Source: an optimization exercise on an open RTL-to-GDS flow (aim: small area). Production flows keep margins and buffers that such runs may drop. Function was checked by simulation only, so behaviour that the tests miss may differ from the original. Power and IR drop assume default switching activity.

## flow/design.v

```verilog
module rob(
    input  logic        clk,
    input  logic        rst,
    input  logic        decode,
    input  logic [4:0]  rdaddr,
    input  logic [5:0]  pr,
    input  logic [63:0] current_pc,
    input  logic        exception,
    output logic [4:0]  rd_rob,        
    output logic        full,
    input  logic        reorder,
    input  logic [4:0]  result_rd_tag,
    output logic [5:0]  rob_pr,        
    input  logic        writeback,
    output logic        wb_ready,
    output logic [4:0]  rd_id,
    output logic [5:0]  wb_pr,
    output logic [63:0] wb_pc,
    output logic        wb_exception
    );
    logic [75:0] rob_data [32];
    logic [31:0] rob_rd_v;             
    logic [32*76-1:0] all_data;
    logic [32*6-1:0]  pr_data;
    logic [4:0]  head, tail;
    logic        full_r;
    logic [31:0] wsel, wsel_n;         
    logic [4:0]  ctag;                 
    logic [31:0] last_oh;              
    logic [31:0] ctag_oh;              
    logic empty, do_decode, do_commit;
    logic [4:0]  tail_nx;
    logic        full_nx;
    logic [31:0] head_oh, tail_oh, rtag_oh;
    always_comb begin
        for (int k = 0; k < 32; k++) begin
            head_oh[k] = (head == k[4:0]);
            tail_oh[k] = (tail == k[4:0]);
            rtag_oh[k] = (result_rd_tag == k[4:0]);
        end
    end
    assign rd_rob    = tail;
    assign full      = full_r;
    assign empty     = (head == tail) && !full_r;
    assign do_decode = decode && !full_r;
    assign do_commit = writeback && !empty && |(rob_rd_v & head_oh);
    always_comb begin
        if (rst) begin
            tail_nx = '0;
            full_nx = 1'b0;
        end else begin
            tail_nx = do_decode ? tail + 5'd1 : tail;
            if (do_decode && !do_commit && (tail + 5'd1 == head)) full_nx = 1'b1;
            else if (do_commit && !do_decode)                     full_nx = 1'b0;
            else                                                  full_nx = full_r;
        end
    end
    always_comb
        for (int k = 0; k < 32; k++) begin
            all_data[k*76 +: 76] = rob_data[k];
            pr_data[k*6 +: 6]    = rob_data[k][70:65];
        end
    rob_wsel u_wsel (.tail(tail), .full(full_r), .wsel(wsel), .wsel_n(wsel_n));
    rob_dec  u_ctag (.a(ctag), .oh(ctag_oh));
    always_ff @(posedge clk) begin
        for (int k = 0; k < 32; k++)
            rob_data[k] <= ({76{wsel[k]}}   & {rdaddr, pr, current_pc, exception})
                         | ({76{wsel_n[k]}} & rob_data[k]);
    end
    always_ff @(posedge clk) begin
        tail   <= tail_nx;
        full_r <= full_nx;
        if (rst) begin
            rob_rd_v <= '0;
            head     <= 0;
            wb_ready <= 0;
        end
        else begin
            for (int k = 0; k < 32; k++) begin
                if (do_decode && tail_oh[k]) rob_rd_v[k] <= 1'b0;
                if (reorder && rtag_oh[k])   rob_rd_v[k] <= 1'b1;
                if (do_commit && head_oh[k]) rob_rd_v[k] <= 1'b0;
            end
            if (do_commit) head <= head + 1;
            wb_ready <= do_commit;
        end
    end
    always_ff @(posedge clk) begin
        last_oh <= head_oh;
        ctag    <= result_rd_tag;
    end
    logic [75:0] w;
    logic [5:0]  p;
    rob_rd32 #(.W(76)) u_rd_wb (.sel(last_oh), .data(all_data), .q(w));
    rob_rd32 #(.W(6))  u_rd_pr (.sel(ctag_oh), .data(pr_data),  .q(p));
    assign {rd_id, wb_pr, wb_pc, wb_exception} = w;
    assign rob_pr = p;
endmodule
module rob_wsel(
    input  logic [4:0]  tail,
    input  logic        full,
    output logic [31:0] wsel,
    output logic [31:0] wsel_n
    );
    always_comb begin
        for (int k = 0; k < 32; k++) begin
            wsel[k]   = (tail == k[4:0]) && !full;
            wsel_n[k] = !wsel[k];
        end
    end
endmodule
module rob_dec(
    input  logic [4:0]  a,
    output logic [31:0] oh
    );
    always_comb
        for (int k = 0; k < 32; k++) oh[k] = (a == k[4:0]);
endmodule
module rob_rd32 #(parameter int W = 76) (
    input  logic [31:0]  sel,
    input  logic [32*W-1:0] data,      
    output logic [W-1:0] q
    );
    logic [11*W-1:0] g;                
    for (genvar j = 0; j < 10; j++) begin : grp
        for (genvar b = 0; b < W; b++) begin : bit_
            rob_aoi3 u (.s(sel[3*j +: 3]),
                        .d({data[(3*j+2)*W + b], data[(3*j+1)*W + b], data[3*j*W + b]}),
                        .y(g[j*W + b]));
        end
    end
    for (genvar b = 0; b < W; b++) begin : last_
        assign g[10*W + b] = ~((sel[30] & data[30*W + b]) | (sel[31] & data[31*W + b]));
    end
    always_comb begin
        q = '0;
        for (int j = 0; j < 11; j++) q = q | ~g[j*W +: W];
    end
endmodule
module rob_aoi3(
    input  logic [2:0] s,
    input  logic [2:0] d,
    output logic       y
    );
    assign y = ~|(s & d);
endmodule
```

## flow/flow/run.sh

```bash
#!/bin/bash
# Layout flow: the standard ORFS flow (standard.sh, with the standard
# synthesis), changed only in how the layout is built:
#  - the port buffers are buf_1 cells (the default picks a clkdlybuf4s50_1);
#  - clock tree synthesis uses clkbuf_8 cells for sink clusters of up to 16
#    flip-flops within 50 um, and inserts no dummy loads.
# Everything ORFS prints goes to flow_make.log in this folder; each step's
# own log stays under orfs/logs/.
set -euo pipefail
cts="-sink_clustering_enable -repair_clock_nets -dont_use_dummy_load"
cts+=" -buf_list sky130_fd_sc_hd__clkbuf_8"
cts+=" -sink_clustering_size 16 -sink_clustering_max_diameter 50"
bash standard.sh \
    "CTS_ARGS=$cts" \
    "BUFFER_PORTS_ARGS=-buffer_cell sky130_fd_sc_hd__buf_1" \
    finish > flow_make.log 2>&1
```

## flow/standard.sh

```bash
#!/bin/bash
# synth_recipe.tcl (not shown) runs the flow's synth.tcl, then flattens the netlist and writes it again
# the make line also repeats each setting of config.mk as NAME=value (left out here)
make -C /OpenROAD-flow-scripts/flow DESIGN_CONFIG=/design/flow/config.mk WORK_HOME=/design/flow/orfs CLKGATE_MAP_FILE= SYNTH_SCRIPT=/design/flow/synth_recipe.tcl "${@:-finish}"
```

## flow/config.mk

```make
export PLATFORM = sky130hd
export DESIGN_NAME = rob
export DESIGN_NICKNAME = rob
export VERILOG_FILES = /design/flow/design.v
export SDC_FILE = /design/flow/constraint.sdc
export NUM_CORES = 4
export LEC_CHECK = 0
export CAP_MARGIN = 20
export CORE_MARGIN = 2
export CORE_UTILIZATION = 60
export SLEW_MARGIN = 20
export SYNTH_HIERARCHICAL = 1
export SYNTH_MINIMUM_KEEP_SIZE = 0
```

## flow/constraint.sdc

```tcl
create_clock -name core_clock -period 5.0 [get_ports {clk}]
set_input_delay 1.0000 -clock core_clock [delete_from_list [all_inputs] [get_ports {clk}]]
set_output_delay 1.0000 -clock core_clock [all_outputs]
set_load 0.01 [all_outputs]
```

==> summary.txt, run 1 <==
Run status
  – Status: no timing/DRC/antenna violations

Clocking
  – CTS buffer count: 200
  – Setup Buffers After CTS: 0
  – Hold buffer count at cts: 0
  – H-tree depth: 4
  – Clock Tree Root: clkbuf_8
  – Bufs on Longest Clock Path: 3
  – Num Clock Sinks: 2513
  – Worst-Skew Late Latency: 990 ps
  – # resized after CTS: 0
  – Worst-path clk slew: 70 ps
  – CTS tree: done

GRT
  – Vias in the first global route: 71.6k
  – Initial antenna violation count: 22
  – GRT Util Overall: 44.8%
  – Largest net degree at the start of global routing: 77
  – First-pass GRT wire length: 506 mm
  – Grt ovf: 0

Timing
  – Final Hold Viols: 0
  – Final setup viols: 0
  – RSZ-0062 raised after global routing: no
  – Minimum clock period: 4910 ps
  – Worst Max-Slew Pin Slew: 1200 ps
  – Final slew viol count: 0
  – Max Fclk: 204 MHz
  – Hold Worst Slack: 471 ps
  – Slew headroom: 19.7%
  – Final period util: 98.1%
  – Worst setup skew after layout: 70.9 ps
  – Worst setup margin: 92.7 ps
  – TNS Setup: 0 ps

Worst setup path
  – CP top delay family: simple AND/OR/NAND/NOR gates
  – Crit-path cells: buf_4, a222oi_1, nand4_1, or4_1, buf_1
  – CP arrival: 3910 ps
  – Worst Path Max Fanout: 44
  – Req. time, crit path: 4000 ps
  – CP endpoint kind: primary output
  – Critical path startpoint category: flip-flop
  – Slowest cell delay on critical path: 730 ps
  – CP max-delay cell: a222oi_1
  – Buffers plus inverters on the worst setup path: 2
  – Critical path class: flip-flop to primary output
  – Reg2Reg Setup Slack: 1430 ps

Synth
  – Seq cells post-synth: 2513
  – Register area share after synthesis: 57.0%
  – Async SR Flop Fraction: 0%
  – Avg Cell Area, Syn: 11.9 um^2
  – Synth Warn #: 12
  – Area leader, netlist: dfxtp_1
  – Main synth FF type: dfxtp_1
  – Syn Nets: 7485
  – Post-Syn Area: 0.0882 mm^2
  – Cells after synthesis: 7387
  – Synth unique cells: 55
  – Synth top area share: 57.0%
  – Top cells by area, synth: dfxtp_1 (57%), a22o_1 (25%), a222oi_1 (9.3%), clkbuf_1 (2.6%), nand4_1 (1.2%)
  – Number of synthesized flops with an enable pin: 0

Finish
  – Fin area: 0.0933 mm^2
  – Finished Layout Cells: 9097
  – Share of layout cells above drive strength 1: 8.17%
  – Commonest cells after routing, fill and taps aside: a22o_1 (2515), dfxtp_1 (2480), a222oi_1 (820)
  – Fill count: 11.3k
  – Most common cell after layout, fill and taps aside: a22o_1
  – Synthesis-to-finish area growth: 5.78%
  – Final net count: 7275
  – Final Util: 64.0%

Placement
  – Number of port buffers: 174
  – Dpl ws: 1270 ps
  – Placer Congestion: 1.01
  – Dpl cells: 8892
  – Post-DP HPWL: 191 mm
  – DP Area: 0.0905 mm^2

Routing
  – Drt pass-1 iters: 17
  – WL/cell: 38.8 um
  – Vias: 75.8k
  – Initial drt markers: 15.3k
  – Remaining antenna violation count after routing: 0
  – Drt via density: 8.33
  – Detailed-route DRC error count: 0
  – Routed WL: 353 mm

Die
  – # rows: 140
  – Die ar.: 0.150 mm^2
  – Die Width: 387 um
  – Initial core utilization: 60.5%
  – Die Y: 387 um
  – Total core area: 0.146 mm^2
  – I/O Pins: 175

Pwr
  – Pwr/cell area: 393 mW/mm^2
  – Peak supply drop: 292 uV
  – Total Power: 36.7 mW
  – Leak: 35.6 nW

Job
  – Max-Cap Viols: 0

Min path
  – Hold Path Class: flip-flop to flip-flop
## metal layers
layer	up-vias	track usage (%)	share of wire [%]
met5	-	0	0.069
met4	22	22.9	5.6
met3	1342	16.6	17
met2	7007	62.2	40
met1	37200	60.8	38
li1	30200	-	-
## modules after synthesis, one instance, submodules excluded, excerpt
module	copies in the design	cells inside	area (um^2)	flip-flops and latches
rob	1	5996	76500	2513
rob_wsel	1	98	517	0
rob_dec	1	47	221	0
rob_aoi3	820	1	10.0	0
## report_power, final
part	total, mW	switching (mW)	internal, mW
clock	9.98	6.42	3.56
combinational	3.51	1.73	1.78
sequential	23.2	1.17	22.0
total	36.7	9.32	27.3
## Yosys cell counts (all sizes together), types with 3 or more instances
library cell / count
a22o: 2515
dfxtp: 2513
a222oi: 820
clkbuf: 606
buf: 188
nand2: 169
nand4: 168
nor2: 100
or4: 83
a22oi: 20
a211oi: 18
o21ai: 18
a221oi: 17
nand2b: 16
ha: 12
nor2b: 10
nor3: 10
a21oi: 8
and3: 8
nand3: 8
inv: 7
or3b: 7
and2: 6
nand3b: 6
xnor2: 6
xor2: 5
mux2i: 4
nor4: 4
nor4b: 4
o31ai: 4
and4bb: 3
nand4b: 3
nand4bb: 3
or2: 3
or4b: 3
## sequential cells by signal, indices dropped and copies added (netlist names)
signal    count
ctag          5
full_r        1
head          5
last_oh      32
rob_data   2432
rob_rd_v     32
tail          5
wb_ready      1
## worst reg2reg max path, cell delays in order (launching register included)
cell and delay, ps:
dfxtp_1 960, nor4b_2 900, nand2_4 540, buf_4 650, a22o_1 430
## cells by family (layout without fill, tap and decap cells)
logic type | Yosys count | in the layout | share of synthesized area [%]
and+or+nand+nor | 619 | 619 | 3.90
muxes | 6 | 6 | 0.0709
DFF | 2513 | 2513 | 57.0
AOI/OAI and AO/OA | 3425 | 3425 | 35.2
adders and majority gates | 12 | 12 | 0.170
xor gates and xnor gates | 11 | 11 | 0.109
other | 0 | 5 | 0
buffers and inverters | 801 | 589 | 3.56
## final timing paths
| check | start | to | cells after the start |
|---|---|---|---|
| setup / recovery | last_oh[9] | wb_pc[16] | 5 |
| hold / removal | rob_data[28][23] | rob_data[28][23] | 1 |
| setup reg to reg | tail[3] | rob_data[9][58] | 4 |
| hold reg to reg | rob_data[28][23] | rob_data[28][23] | 1 |
## cell type report
class	instances	area [um^2]	area share [%]
sequential	2513	50400	54.0
multi-input combinational	4073	35200	37.8
clock buffer	200	2750	2.95
timing repair buffer	382	2450	2.63
tap	1917	2400	2.57
inverter	7	26.3	0.0282
antenna	5	12.5	0.0134
==> run 2: changes to the inputs <==
--- a/flow/design.v
+++ b/flow/design.v
@@ -33,3 +33,3 @@
     logic        full_nx;
-    logic [31:0] head_oh, tail_oh, rtag_oh;
+    logic [31:0] head_oh, rtag_oh;
     always_comb begin
@@ -37,3 +37,2 @@
             head_oh[k] = (head == k[4:0]);
-            tail_oh[k] = (tail == k[4:0]);
             rtag_oh[k] = (result_rd_tag == k[4:0]);
@@ -79,3 +78,2 @@
             for (int k = 0; k < 32; k++) begin
-                if (do_decode && tail_oh[k]) rob_rd_v[k] <= 1'b0;
                 if (reorder && rtag_oh[k])   rob_rd_v[k] <= 1'b1;
==> run 2 against run 1 <==
  * Combinational power shrank 5%
  * Synthesized area fell by 0.34%
  * First-iteration DRC count decreased by 0.82%
  * Die area down 0.34%
  * Design area about the same
  * Critical path type unchanged
  * Largest cell class unchanged
  * Synthesized cell count down 0.91%
==> summary.txt, run 2 <==
GRT
  – GRT Util Overall: 44.3%
  – Largest net degree at the start of global routing: 77
  – Vias in the first global route: 70.9k
  – Initial antenna violation count: 20
  – Grt ovf: 0
  – First-pass GRT wire length: 500 mm

Synth
  – Main synth FF type: dfxtp_1
  – Number of synthesized flops with an enable pin: 0
  – Async SR Flop Fraction: 0%
  – Synth top area share: 57.2%
  – Register area share after synthesis: 57.2%
  – Cells after synthesis: 7320
  – Avg Cell Area, Syn: 12.0 um^2
  – Most common cell in the netlist: a22o_1
  – Syn Nets: 7413
  – Area leader, netlist: dfxtp_1
  – Post-Syn Area: 0.0879 mm^2
  – Synth unique cells: 61
  – Seq cells post-synth: 2513
  – Synth top cells by count: a22o_1 (2517), dfxtp_1 (2513), a222oi_1 (820), clkbuf_1 (604), nand4_1 (167)
  – Synth Warn #: 12
  – Top cells by area, synth: dfxtp_1 (57%), a22o_1 (25%), a222oi_1 (9.3%), clkbuf_1 (2.6%), nand4_1 (1.2%)

Clocking
  – Worst-Skew Late Latency: 970 ps
  – CTS buffer count: 198
  – Num Clock Sinks: 2513
  – Hold buffer count at cts: 0
  – Clock Tree Root: clkbuf_8
  – Setup Buffers After CTS: 0
  – Worst-path clk slew: 100 ps
  – Bufs on Longest Clock Path: 3
  – CTS tree: done
  – # resized after CTS: 0
  – H-tree depth: 4

Routing
  – WL/cell: 38.5 um
  – Drt via density: 8.30
  – Vias: 75.1k
  – Initial drt markers: 15.2k
  – Drt pass-1 iters: 14
  – Remaining antenna violation count after routing: 0
  – Routed WL: 348 mm
  – Detailed-route DRC error count: 0

Die
  – Initial core utilization: 60.4%
  – Die Y: 387 um
  – I/O Pins: 175
  – Die Width: 387 um
  – # rows: 140
  – Total core area: 0.146 mm^2
  – Die ar.: 0.150 mm^2

Job
  – Max-Cap Viols: 0

Worst setup path
  – CP arrival: 3790 ps
  – Worst Path Max Fanout: 51
  – Req. time, crit path: 4000 ps
  – Crit-path cells: buf_4, a222oi_1, nand4_1, or4_1, buf_1
  – CP endpoint kind: primary output
  – Critical path class: flip-flop to primary output
  – Critical path startpoint category: flip-flop
  – CP max-delay cell: or4_1
  – Slowest cell delay on critical path: 680 ps

Timing
  – Max Fclk: 209 MHz
  – Hold Worst Slack: 433 ps
  – Minimum clock period: 4790 ps
  – TNS Setup: 0 ps
  – Final Hold Viols: 0
  – Slew headroom: 15.9%
  – Final setup viols: 0
  – Worst Max-Slew Pin Slew: 1260 ps
  – Worst setup margin: 213 ps
  – Final slew viol count: 0
  – Worst setup skew after layout: 58.5 ps
  – Final period util: 95.7%
  – RSZ-0062 raised after global routing: no

Min path
  – Hold Path Class: input port to flip-flop

Finish
  – Max reg flops: 2432
  – Register with the most flip-flops: rob_data
  – Commonest cells after routing, fill and taps aside: a22o_1 (2517), dfxtp_1 (2481), a222oi_1 (820)
  – Most common cell after layout, fill and taps aside: a22o_1
  – Seq. cell area: 0.0504 mm^2
  – Share of layout cells above drive strength 1: 8.35%
  – Top flop regs: rob_data: 2432 flops, last_oh: 32 flops, rob_rd_v: 32 flops
  – Fill count: 11.2k
  – Final net count: 7208
  – Fin area: 0.0933 mm^2
  – Final Util: 64.1%
  – Synthesis-to-finish area growth: 6.15%
  – Multi-input logic area: 0.0350 mm^2

Placement
  – Number of port buffers: 174
  – DP Area: 0.0905 mm^2
  – Post-DP HPWL: 189 mm
  – Placer Congestion: 0.963
  – Dpl ws: 1310 ps

Pwr
  – Pwr/cell area: 383 mW/mm^2
  – Leak: 35.3 nW
  – Peak supply drop: 289 uV

Run status
  – Status: no timing/DRC/antenna violations
==> run 2: cell types whose count changed after synthesis, moves of 5 or more <==
cell and delta:
a211oi_2 +17, a21oi_1 +21, a221oi_1 -7, a221oi_2 -9
a22oi_1 -18, a31oi_1 +9, buf_1 -5, ha_1 -5
nand2_1 -39, nand2b_1 -7, nor3_1 -6, o21ai_0 -17
==> run 2: where the power goes <==
part           total, mW  switching, mW  internal (mW)
Sequential          22.5          0.912           21.6
Combinational       3.33           1.76           1.57
Clock               9.88           6.35           3.53
==> run 2: logic make-up (layout without fill, tap and decap cells) <==
| logic type | after synthesis | count (layout) | synth area share [%] |
|---|---|---|---|
| XOR/XNOR | 14 | 14 | 0.148 |
| flip-flops | 2513 | 2513 | 57.2 |
| buffers and inverters | 795 | 588 | 3.56 |
| AND/OR/NAND/NOR | 559 | 559 | 3.60 |
| AO/OA/AOI/OAI | 3426 | 3426 | 35.3 |
| adder cells (fa/ha/maj) | 7 | 7 | 0.0996 |
| other | 0 | 17 | 0 |
| multiplexers | 6 | 6 | 0.0754 |
==> run 2: modules after synthesis, one instance, submodules excluded, a selection <==
module	cells inside	times used	flip-flops and latches	area [um^2]
rob	5929	1	2513	76200
rob_aoi3	1	820	0	10.0
rob_wsel	98	1	0	517
rob_dec	47	1	0	221
==> run 2: layout make-up <==
cell class              instances  share of cell area, %
flip-flops and latches       2513                   54.0
multi-input cells            4012                   37.5
repair buffers                384                   2.94
clock buffers                 198                   2.92
well taps                    1917                   2.57
diodes                         17                 0.0456
inverters                       6                 0.0241
==> run 2: path summary, 6_finish.rpt <==
check | startpoint | endpoint | cells after the start | slack, ps
max | last_oh[21] | wb_pc[4] | 5 | 210
max reg2reg | tail[2] | rob_data[4][2] | 4 | 1320
min | result_rd_tag[2] | ctag[2] | 2 | 430
min reg2reg | rob_data[1][74] | rob_data[1][74] | 1 | 470
==> run 2: metal layers <==
| metal | global-route usage [%] | wire, um |
|---|---|---|
| met5 | 0 | 286 |
| met4 | 19.7 | 17200 |
| met3 | 15.3 | 53800 |
| met2 | 62.8 | 143000 |
| met1 | 60.8 | 134000 |
==> run 2: critical path, delay by kind of cell (launching register included) <==
family / cells / cell delay (ps)
buf+inv: 2 / 630
flops: 1 / 630
compound gates: 1 / 570
simple gates: 2 / 950
==> run 2: through the flow <==
step / cells / power, mW
floorplan: 7320 / 24.9
detailed placement: 8830 / 26.1
finish: 9047 / 35.7
global route: 9032 / 36.7
global placement: 8830 / 26.0
CTS: 9028 / 35.6

[what the ideal ports hide]
How much do the figures lean on ideal ports? The routed layouts below were timed once more, with nothing changed but the port constraints. Step 1 assumes that a clkbuf_16 drives the clock port and a buf_2 every other input. Step 2, shift: input delay + t, output delay - t, t = (earliest + latest rising clock arrival at the registers) / 2. This alone moves slack from input paths to output paths. Slacks: ideal / step 1 / step 2; pairs: ideal / step 1.
run	t, ns	setup WS [ns]	worst data-port slew with drivers (ns)
run 1	1.040	0.093 / 0.006 / 1.046	0.07
run 2	1.011	0.213 / 0.130 / 1.142	0.17
After both steps setup and hold are still met in every run listed.
